This is an optimization exercise on Yosys and OpenROAD, whose aim is small area, not a production implementation. Where RTL was checked, it was by simulation tests only, not by an equivalence proof against the original. The flow treats the clock pin as an ideal source, which a real chip does not have. No activity file was given, so power comes from the tool's default toggle rates.

==> run a <==
==> flow/design.v (excerpt) <==
module simpletimer (
    input         clk,
    input         reset_n,
    output  [7:0] data_out,
    input   [7:0] data_in,
    input         cs_n,
    input         rd_n,
    input         wr_n,
    input   [3:0] addr
);
Settings: LEC_CHECK=0, CAP_MARGIN=20, CORE_MARGIN=2, CORE_UTILIZATION=40, CTS_BUF_LIST=sky130_fd_sc_hd__clkbuf_8, SLEW_MARGIN=20, SYNTH_HIERARCHICAL=1; clock period 4.0 ns.
standard.sh (not shown) runs the stock make flow with config.mk's settings and CLKGATE_MAP_FILE= SYNTH_SCRIPT=/design/flow/synth_recipe.tcl, a recipe that flattens the netlist after the stock synthesis.
==> flow/flow/run.sh <==
#!/bin/bash
# Layout: the standard ORFS flow, with these changes:
#  * ports are buffered with buf_1 cells (the standard flow's buffer_ports picks
#    a larger delay buffer);
#  * clock tree synthesis uses clkbuf_4 and inserts no dummy loads; clock
#    buffers with a large fanout or load slew are then upsized to clkbuf_8
#    (post_cts.tcl).
# The make output goes to flow.log here; ORFS keeps each step's log under orfs/logs.
set -euo pipefail
bash standard.sh \
  "BUFFER_PORTS_ARGS=-buffer_cell sky130_fd_sc_hd__buf_1" \
  "CTS_ARGS=-sink_clustering_enable -repair_clock_nets -buf_list sky130_fd_sc_hd__clkbuf_4 -dont_use_dummy_load" \
  "POST_CTS_TCL=$PWD/flow/post_cts.tcl" \
  finish > flow.log 2>&1
==> flow/flow/post_cts.tcl <==
# After clock tree synthesis (built with clkbuf_4), upsize clock buffers to
# clkbuf_8 to keep the flip-flop clock slew low: first each buffer that
# drives more than 12 pins (the root), then each buffer whose loads see a
# slew over 105 ps (placement estimate); then legalize the placement again.
proc clk_loads { inst } {
  set out [get_pins -of_objects $inst -filter "direction == output"]
  set net [get_nets -of_objects $out]
  return [get_pins -of_objects $net -filter "direction == input"]
}
foreach inst [get_cells clkbuf_*] {
  set fo [llength [clk_loads $inst]]
  if { $fo > 12 } {
    replace_cell $inst sky130_fd_sc_hd__clkbuf_8
    puts "post_cts: upsized [get_property $inst name] (fanout $fo)"
  }
}
estimate_parasitics -placement
foreach inst [get_cells clkbuf_*] {
  if { [get_property [get_lib_cells -of_objects $inst] name] eq "sky130_fd_sc_hd__clkbuf_8" } {
    continue
  }
  set worst 0.0
  foreach p [clk_loads $inst] {
    set s [get_property $p slew_max]
    if { $s > $worst } { set worst $s }
  }
  if { $worst > 0.105 } {
    replace_cell $inst sky130_fd_sc_hd__clkbuf_8
    puts "post_cts: upsized [get_property $inst name] (slew $worst)"
  }
}
detailed_placement
check_placement -verbose
estimate_parasitics -placement
==> inputs of run b, as changes to run a <==
--- a/flow/design.v
+++ b/flow/design.v
@@ -11,17 +11,13 @@
     reg         timer_busy;
     reg   [7:0] timer_cfg;
     reg  [31:0] timer_cnt;
     reg  [31:0] timer_now;
     reg  [31:0] timer_del;
-    reg  [15:0] done_lo;
-    reg  [15:0] done_hi;
-    wire [31:0] done_time = {done_hi, done_lo};
+    reg  [31:0] done_time;
     reg         done_c;
     reg         cfg_wr;
-    reg         run;
-    wire        run_n;
     genvar i, k;
     wire [7:0] din_n;
     wire [3:0] a_n;
     wire cs_i, rd_i, wr_i, wsel_n, rsel_n, wsel, rsel;
     generate for (i = 0; i < 8; i = i + 1) begin : g_dinn
@@ -32,11 +28,11 @@
     end endgenerate
     p_inv   u_csi (.a(cs_n), .y(cs_i));
     p_inv   u_rdi (.a(rd_n), .y(rd_i));
     p_inv   u_wri (.a(wr_n), .y(wr_i));
     p_nand3 u_wsn (.a(cs_i), .b(rd_n), .c(wr_i), .y(wsel_n));
-    p_nand4 u_rsn (.a(cs_i), .b(rd_i), .c(wr_n), .d(run), .y(rsel_n));
+    p_nand3 u_rsn (.a(cs_i), .b(rd_i), .c(wr_n), .y(rsel_n));
     p_inv   u_ws  (.a(wsel_n), .y(wsel));
     p_inv   u_rs  (.a(rsel_n), .y(rsel));
     wire [3:0] lo_n;
     p_nand2 u_lo0 (.a(a_n[1]),  .b(a_n[0]),  .y(lo_n[0]));
     p_nand2 u_lo1 (.a(a_n[1]),  .b(addr[0]), .y(lo_n[1]));
@@ -52,46 +48,44 @@
     wire [9:0] we, rs;
     generate for (k = 0; k < 10; k = k + 1) begin : g_sel
         p_nor2 uw (.a(lo_n[k % 4]), .b(wh_n[k / 4]), .y(we[k]));
         p_nor2 ur (.a(lo_n[k % 4]), .b(rh_n[k / 4]), .y(rs[k]));
     end endgenerate
-    wire [4:0] hd;
-    generate for (k = 0; k < 5; k = k + 1) begin : g_hd
-        p_nor2 u (.a(we[k]), .b(run_n), .y(hd[k]));
-    end endgenerate
-    wire [9:6] we_n;
-    generate for (k = 6; k < 10; k = k + 1) begin : g_wen
-        p_inv u (.a(we[k]), .y(we_n[k]));
-    end endgenerate
-    p_inv u_runn (.a(run), .y(run_n));
-    wire on;
-    p_and2  u_on   (.a(timer_cfg[0]), .b(run), .y(on));
+    wire [9:0] we_n;
+    generate for (k = 0; k < 10; k = k + 1) begin : g_wen
+        if (k != 5) begin : g
+            p_inv u (.a(we[k]), .y(we_n[k]));
+        end else begin : g5
+            assign we_n[k] = 1'b1;
+        end
+    end endgenerate
+    wire on = timer_cfg[0];
     wire on_n, start, cap, ld_n, ld_on, inc_on;
     p_inv   u_onn  (.a(on), .y(on_n));
     p_and2  u_st   (.a(cfg_wr), .b(timer_cfg[1]), .y(start));
-    p_and3  u_cap  (.a(cfg_wr), .b(timer_cfg[2]), .c(run), .y(cap));
+    p_and2  u_cap  (.a(cfg_wr), .b(timer_cfg[2]), .y(cap));
     p_nand2 u_ldn  (.a(cfg_wr), .b(timer_cfg[3]), .y(ld_n));
     p_nor2  u_ldon (.a(ld_n), .b(on_n), .y(ld_on));
     p_and2  u_inon (.a(ld_n), .b(on), .y(inc_on));
-    wire lo_add, lo_hold, strq;
-    p_and4  u_ladd (.a(we[4]), .b(data_in[1]), .c(data_in[0]), .d(run), .y(lo_add));
+    wire clr, clr_n, lo_add, lo_hold, strq;
+    p_nor2  u_clr  (.a(we_n[4]), .b(data_in[0]), .y(clr));
+    p_inv   u_clrn (.a(clr), .y(clr_n));
+    p_and3  u_ladd (.a(we[4]), .b(data_in[1]), .c(data_in[0]), .y(lo_add));
     p_or2   u_strq (.a(data_in[1]), .b(din_n[0]), .y(strq));
-    p_a21oi u_lhld (.a1(we[4]), .a2(strq), .b1(run_n), .y(lo_hold));
+    p_nand2 u_lhld (.a(we[4]), .b(strq), .y(lo_hold));
     wire [7:0]  cfg_d;
     wire [31:0] del_d;
     generate for (i = 0; i < 8; i = i + 1) begin : g_cfg
-        p_a22o ud (.a1(we[4]), .a2(data_in[i]), .b1(hd[4]), .b2(timer_cfg[i]), .y(cfg_d[i]));
+        p_a22o ud (.a1(we[4]), .a2(data_in[i]), .b1(we_n[4]), .b2(timer_cfg[i]), .y(cfg_d[i]));
     end endgenerate
     generate for (i = 0; i < 32; i = i + 1) begin : g_del
-        p_a22o ud (.a1(we[i / 8]), .a2(data_in[i % 8]), .b1(hd[i / 8]), .b2(timer_del[i]), .y(del_d[i]));
+        p_a22o ud (.a1(we[i / 8]), .a2(data_in[i % 8]), .b1(we_n[i / 8]), .b2(timer_del[i]), .y(del_d[i]));
     end endgenerate
     wire [3:0] nw, nh;
-    wire cap_h;
-    p_or2 u_caph (.a(cap), .b(run_n), .y(cap_h));
     generate for (k = 0; k < 4; k = k + 1) begin : g_nsel
-        p_nor2 uw (.a(we_n[6 + k]), .b(cap),   .y(nw[k]));
-        p_nor2 uh (.a(we[6 + k]),   .b(cap_h), .y(nh[k]));
+        p_nor2 uw (.a(we_n[6 + k]), .b(cap), .y(nw[k]));
+        p_nor2 uh (.a(we[6 + k]),   .b(cap), .y(nh[k]));
     end endgenerate
     wire [31:0] now_dn, now_d;
     generate for (i = 0; i < 32; i = i + 1) begin : g_now
         p_a222oi ua (.a1(cap), .a2(timer_cnt[i]), .b1(nw[i / 8]), .b2(data_in[i % 8]),
                      .c1(nh[i / 8]), .c2(timer_now[i]), .y(now_dn[i]));
@@ -124,21 +118,20 @@
     wire [31:0] cnt_d;
     generate for (i = 0; i < 32; i = i + 1) begin : g_cnt
         p_a22o ud (.a1(ld_on), .a2(timer_now[i]), .b1(inc_on), .b2(inc[i]), .y(cnt_d[i]));
     end endgenerate
     wire [15:0] s_lo;
-    wire        c16, c16_r;
-    p_and2 u_c16r (.a(c16), .b(run), .y(c16_r));
+    wire        c16;
     add16_lo u_addlo (.a(done_time[15:0]), .b(timer_del[15:0]), .s(s_lo), .co(c16));
     wire [15:0] lo_d;
     generate for (i = 0; i < 16; i = i + 1) begin : g_lo
         p_a22o ud (.a1(lo_add), .a2(s_lo[i]), .b1(lo_hold), .b2(done_time[i]), .y(lo_d[i]));
     end endgenerate
     wire st2_n, hi_add, hi_hold;
     p_nand3 u_st2n (.a(cfg_wr), .b(timer_cfg[1]), .c(on), .y(st2_n));
-    p_inv   u_hadd (.a(st2_n), .y(hi_add));
-    p_and2  u_hhld (.a(st2_n), .b(on), .y(hi_hold));
+    p_nor2  u_hadd (.a(st2_n), .b(clr), .y(hi_add));
+    p_and2  u_hhld (.a(st2_n), .b(clr_n), .y(hi_hold));
     wire [15:0] s_hi;
     add16_hi u_addhi (.a(done_time[31:16]), .b(timer_del[31:16]), .ci(done_c), .s(s_hi));
     wire [15:0] hi_d;
     generate for (i = 0; i < 16; i = i + 1) begin : g_hi
         p_a22o ud (.a1(hi_add), .a2(s_hi[i]), .b1(hi_hold), .b2(done_time[16 + i]), .y(hi_d[i]));
@@ -177,25 +170,29 @@
         end else begin : gn
             p_nand3 uo  (.a(ra[i]), .b(rb[i]), .c(rc[i]), .y(data_out[i]));
         end
     end endgenerate
     always @(posedge clk or negedge reset_n) begin
-        if (~reset_n)
-            run <= 1'b0;
-        else
-            run <= 1'b1;
+        if (~reset_n) begin
+            timer_cfg  <= 8'h0;
+            timer_del  <= 32'h0;
+            timer_now  <= 32'h0;
+            done_time  <= 32'h0;
+            timer_busy <= 1'b0;
+            cfg_wr     <= 1'b0;
+        end else begin
+            timer_cfg  <= cfg_d;
+            timer_del  <= del_d;
+            timer_now  <= now_d;
+            done_time  <= {hi_d, lo_d};
+            timer_busy <= busy_d;
+            cfg_wr     <= we[4];
+        end
     end
     always @(posedge clk) begin
-        timer_cfg  <= cfg_d;
-        timer_del  <= del_d;
-        timer_now  <= now_d;
-        done_lo    <= lo_d;
-        done_hi    <= hi_d;
-        timer_busy <= busy_d;
-        cfg_wr     <= we[4];
-        timer_cnt  <= cnt_d;
-        done_c     <= c16_r;
+        timer_cnt <= cnt_d;
+        done_c    <= c16;
     end
 endmodule
 module add16_lo (
     input  [15:0] a,
     input  [15:0] b,
==> flow/flow/run.sh (replaced) <==
#!/bin/bash
# Layout: the standard ORFS flow, with two changes:
#  * ports are buffered with buf_1 cells (the standard flow's buffer_ports picks
#    a larger delay buffer);
#  * clock tree synthesis does not insert dummy loads.
# The make output goes to flow.log here; ORFS keeps each step's log under orfs/logs.
set -euo pipefail
bash standard.sh \
  "BUFFER_PORTS_ARGS=-buffer_cell sky130_fd_sc_hd__buf_1" \
  "CTS_ARGS=-sink_clustering_enable -repair_clock_nets -buf_list sky130_fd_sc_hd__clkbuf_8 -dont_use_dummy_load" \
  finish > flow.log 2>&1
removed: flow/flow/post_cts.tcl
==> inputs of run c, as changes to run a <==
--- a/flow/design.v
+++ b/flow/design.v
@@ -16,12 +16,10 @@
     reg  [15:0] done_lo;
     reg  [15:0] done_hi;
     wire [31:0] done_time = {done_hi, done_lo};
     reg         done_c;
     reg         cfg_wr;
-    reg         run;
-    wire        run_n;
     genvar i, k;
     wire [7:0] din_n;
     wire [3:0] a_n;
     wire cs_i, rd_i, wr_i, wsel_n, rsel_n, wsel, rsel;
     generate for (i = 0; i < 8; i = i + 1) begin : g_dinn
@@ -32,11 +30,11 @@
     end endgenerate
     p_inv   u_csi (.a(cs_n), .y(cs_i));
     p_inv   u_rdi (.a(rd_n), .y(rd_i));
     p_inv   u_wri (.a(wr_n), .y(wr_i));
     p_nand3 u_wsn (.a(cs_i), .b(rd_n), .c(wr_i), .y(wsel_n));
-    p_nand4 u_rsn (.a(cs_i), .b(rd_i), .c(wr_n), .d(run), .y(rsel_n));
+    p_nand3 u_rsn (.a(cs_i), .b(rd_i), .c(wr_n), .y(rsel_n));
     p_inv   u_ws  (.a(wsel_n), .y(wsel));
     p_inv   u_rs  (.a(rsel_n), .y(rsel));
     wire [3:0] lo_n;
     p_nand2 u_lo0 (.a(a_n[1]),  .b(a_n[0]),  .y(lo_n[0]));
     p_nand2 u_lo1 (.a(a_n[1]),  .b(addr[0]), .y(lo_n[1]));
@@ -52,46 +50,42 @@
     wire [9:0] we, rs;
     generate for (k = 0; k < 10; k = k + 1) begin : g_sel
         p_nor2 uw (.a(lo_n[k % 4]), .b(wh_n[k / 4]), .y(we[k]));
         p_nor2 ur (.a(lo_n[k % 4]), .b(rh_n[k / 4]), .y(rs[k]));
     end endgenerate
-    wire [4:0] hd;
-    generate for (k = 0; k < 5; k = k + 1) begin : g_hd
-        p_nor2 u (.a(we[k]), .b(run_n), .y(hd[k]));
-    end endgenerate
-    wire [9:6] we_n;
-    generate for (k = 6; k < 10; k = k + 1) begin : g_wen
-        p_inv u (.a(we[k]), .y(we_n[k]));
-    end endgenerate
-    p_inv u_runn (.a(run), .y(run_n));
-    wire on;
-    p_and2  u_on   (.a(timer_cfg[0]), .b(run), .y(on));
+    wire [9:0] we_n;
+    generate for (k = 0; k < 10; k = k + 1) begin : g_wen
+        if (k != 5) begin : g
+            p_inv u (.a(we[k]), .y(we_n[k]));
+        end else begin : g5
+            assign we_n[k] = 1'b1;
+        end
+    end endgenerate
+    wire on = timer_cfg[0];
     wire on_n, start, cap, ld_n, ld_on, inc_on;
     p_inv   u_onn  (.a(on), .y(on_n));
     p_and2  u_st   (.a(cfg_wr), .b(timer_cfg[1]), .y(start));
-    p_and3  u_cap  (.a(cfg_wr), .b(timer_cfg[2]), .c(run), .y(cap));
+    p_and2  u_cap  (.a(cfg_wr), .b(timer_cfg[2]), .y(cap));
     p_nand2 u_ldn  (.a(cfg_wr), .b(timer_cfg[3]), .y(ld_n));
     p_nor2  u_ldon (.a(ld_n), .b(on_n), .y(ld_on));
     p_and2  u_inon (.a(ld_n), .b(on), .y(inc_on));
     wire lo_add, lo_hold, strq;
-    p_and4  u_ladd (.a(we[4]), .b(data_in[1]), .c(data_in[0]), .d(run), .y(lo_add));
+    p_and3  u_ladd (.a(we[4]), .b(data_in[1]), .c(data_in[0]), .y(lo_add));
     p_or2   u_strq (.a(data_in[1]), .b(din_n[0]), .y(strq));
-    p_a21oi u_lhld (.a1(we[4]), .a2(strq), .b1(run_n), .y(lo_hold));
+    p_nand2 u_lhld (.a(we[4]), .b(strq), .y(lo_hold));
     wire [7:0]  cfg_d;
     wire [31:0] del_d;
     generate for (i = 0; i < 8; i = i + 1) begin : g_cfg
-        p_a22o ud (.a1(we[4]), .a2(data_in[i]), .b1(hd[4]), .b2(timer_cfg[i]), .y(cfg_d[i]));
+        p_a22o ud (.a1(we[4]), .a2(data_in[i]), .b1(we_n[4]), .b2(timer_cfg[i]), .y(cfg_d[i]));
     end endgenerate
     generate for (i = 0; i < 32; i = i + 1) begin : g_del
-        p_a22o ud (.a1(we[i / 8]), .a2(data_in[i % 8]), .b1(hd[i / 8]), .b2(timer_del[i]), .y(del_d[i]));
+        p_a22o ud (.a1(we[i / 8]), .a2(data_in[i % 8]), .b1(we_n[i / 8]), .b2(timer_del[i]), .y(del_d[i]));
     end endgenerate
     wire [3:0] nw, nh;
-    wire cap_h;
-    p_or2 u_caph (.a(cap), .b(run_n), .y(cap_h));
     generate for (k = 0; k < 4; k = k + 1) begin : g_nsel
-        p_nor2 uw (.a(we_n[6 + k]), .b(cap),   .y(nw[k]));
-        p_nor2 uh (.a(we[6 + k]),   .b(cap_h), .y(nh[k]));
+        p_nor2 uw (.a(we_n[6 + k]), .b(cap), .y(nw[k]));
+        p_nor2 uh (.a(we[6 + k]),   .b(cap), .y(nh[k]));
     end endgenerate
     wire [31:0] now_dn, now_d;
     generate for (i = 0; i < 32; i = i + 1) begin : g_now
         p_a222oi ua (.a1(cap), .a2(timer_cnt[i]), .b1(nw[i / 8]), .b2(data_in[i % 8]),
                      .c1(nh[i / 8]), .c2(timer_now[i]), .y(now_dn[i]));
@@ -124,12 +118,11 @@
     wire [31:0] cnt_d;
     generate for (i = 0; i < 32; i = i + 1) begin : g_cnt
         p_a22o ud (.a1(ld_on), .a2(timer_now[i]), .b1(inc_on), .b2(inc[i]), .y(cnt_d[i]));
     end endgenerate
     wire [15:0] s_lo;
-    wire        c16, c16_r;
-    p_and2 u_c16r (.a(c16), .b(run), .y(c16_r));
+    wire        c16;
     add16_lo u_addlo (.a(done_time[15:0]), .b(timer_del[15:0]), .s(s_lo), .co(c16));
     wire [15:0] lo_d;
     generate for (i = 0; i < 16; i = i + 1) begin : g_lo
         p_a22o ud (.a1(lo_add), .a2(s_lo[i]), .b1(lo_hold), .b2(done_time[i]), .y(lo_d[i]));
     end endgenerate
@@ -177,25 +170,30 @@
         end else begin : gn
             p_nand3 uo  (.a(ra[i]), .b(rb[i]), .c(rc[i]), .y(data_out[i]));
         end
     end endgenerate
     always @(posedge clk or negedge reset_n) begin
-        if (~reset_n)
-            run <= 1'b0;
-        else
-            run <= 1'b1;
+        if (~reset_n) begin
+            timer_cfg  <= 8'h0;
+            timer_del  <= 32'h0;
+            timer_now  <= 32'h0;
+            done_lo    <= 16'h0;
+            timer_busy <= 1'b0;
+            cfg_wr     <= 1'b0;
+        end else begin
+            timer_cfg  <= cfg_d;
+            timer_del  <= del_d;
+            timer_now  <= now_d;
+            done_lo    <= lo_d;
+            timer_busy <= busy_d;
+            cfg_wr     <= we[4];
+        end
     end
     always @(posedge clk) begin
-        timer_cfg  <= cfg_d;
-        timer_del  <= del_d;
-        timer_now  <= now_d;
-        done_lo    <= lo_d;
-        done_hi    <= hi_d;
-        timer_busy <= busy_d;
-        cfg_wr     <= we[4];
-        timer_cnt  <= cnt_d;
-        done_c     <= c16_r;
+        timer_cnt <= cnt_d;
+        done_c    <= c16;
+        done_hi   <= hi_d;
     end
 endmodule
 module add16_lo (
     input  [15:0] a,
     input  [15:0] b,
==> summary.md <==
| Metric | Value |
|---|---|
| Mapped Nets | `664` |
| Global Route Usage Sum | `0.231` |
| Routability Congestion | `0.943` |
| Commonest non-fill, non-tap cell in the layout | `dfrtp_1` |
| Worst path depth | `10` |
| Met2 usage | `0.367` |
| Status | `complete, no violations` |
| Fraction of area in multi-input gates | `0.457` |
That was run b.
==> summary.md <==
| Metric | Value |
|---|---|
| Status | `complete, no violations` |
| Fraction of area in multi-input gates | `0.465` |
| Routability Congestion | `0.906` |
| Clock buf count | `17` |
| Commonest non-fill, non-tap cell in the layout | `a22o_1` |
| Worst path depth | `10` |
| Met2 usage | `0.365` |
That was run c.
==> summary.md <==
| Metric | Value |
|---|---|
| Status | `complete, no violations` |
| Fraction of area in multi-input gates | `0.500` |
| Global Route Usage Sum | `0.221` |
| Commonest non-fill, non-tap cell in the layout | `dfxtp_1` |
| Met2 usage | `0.333` |
| Inserted Diodes | `0` |
| Largest Pwr Group | `registers` |
| Worst path depth | `7` |
| Mapped Nets | `668` |
That was run a.
Function not checked in run b: the RTL went through the layout flow alone.

==> separate check: timing with driven ports <==
The results above use ideal ports. As a check the final layouts listed here were re-extracted and re-timed, cells and wires unchanged.
Step 1 (the two cells are an assumption about what drives the block):
set clk [get_ports {clk}]
set_driving_cell -lib_cell sky130_fd_sc_hd__clkbuf_16 $clk
set_driving_cell -lib_cell sky130_fd_sc_hd__buf_2 [delete_from_list [all_inputs] $clk]
Step 2, shift: input delay + t, output delay - t, t = (earliest + latest rising clock arrival at the registers) / 2. This alone moves slack from input paths to output paths.
a / b / c = ideal ports / drivers / drivers and shift; a / b = the first two.
run	shift t [ns]	setup WS [ns]	clock arrival spread, ns	worst slew at a driven data input, ns	pins driven straight from the clock port
run a	0.444	0.717 / 0.682 / 0.765	0.030 / 0.030	0.03	1
run b	0.478	0.756 / 0.739 / 0.739	0.023 / 0.023	0.04	1
run c	0.471	0.810 / 0.792 / 0.792	0.030 / 0.029	0.04	1
After both steps every run listed still meets setup and hold. The setup slack of run c, which loses most, moves by -0.018 ns with the drivers and by -0.018 ns with both steps.
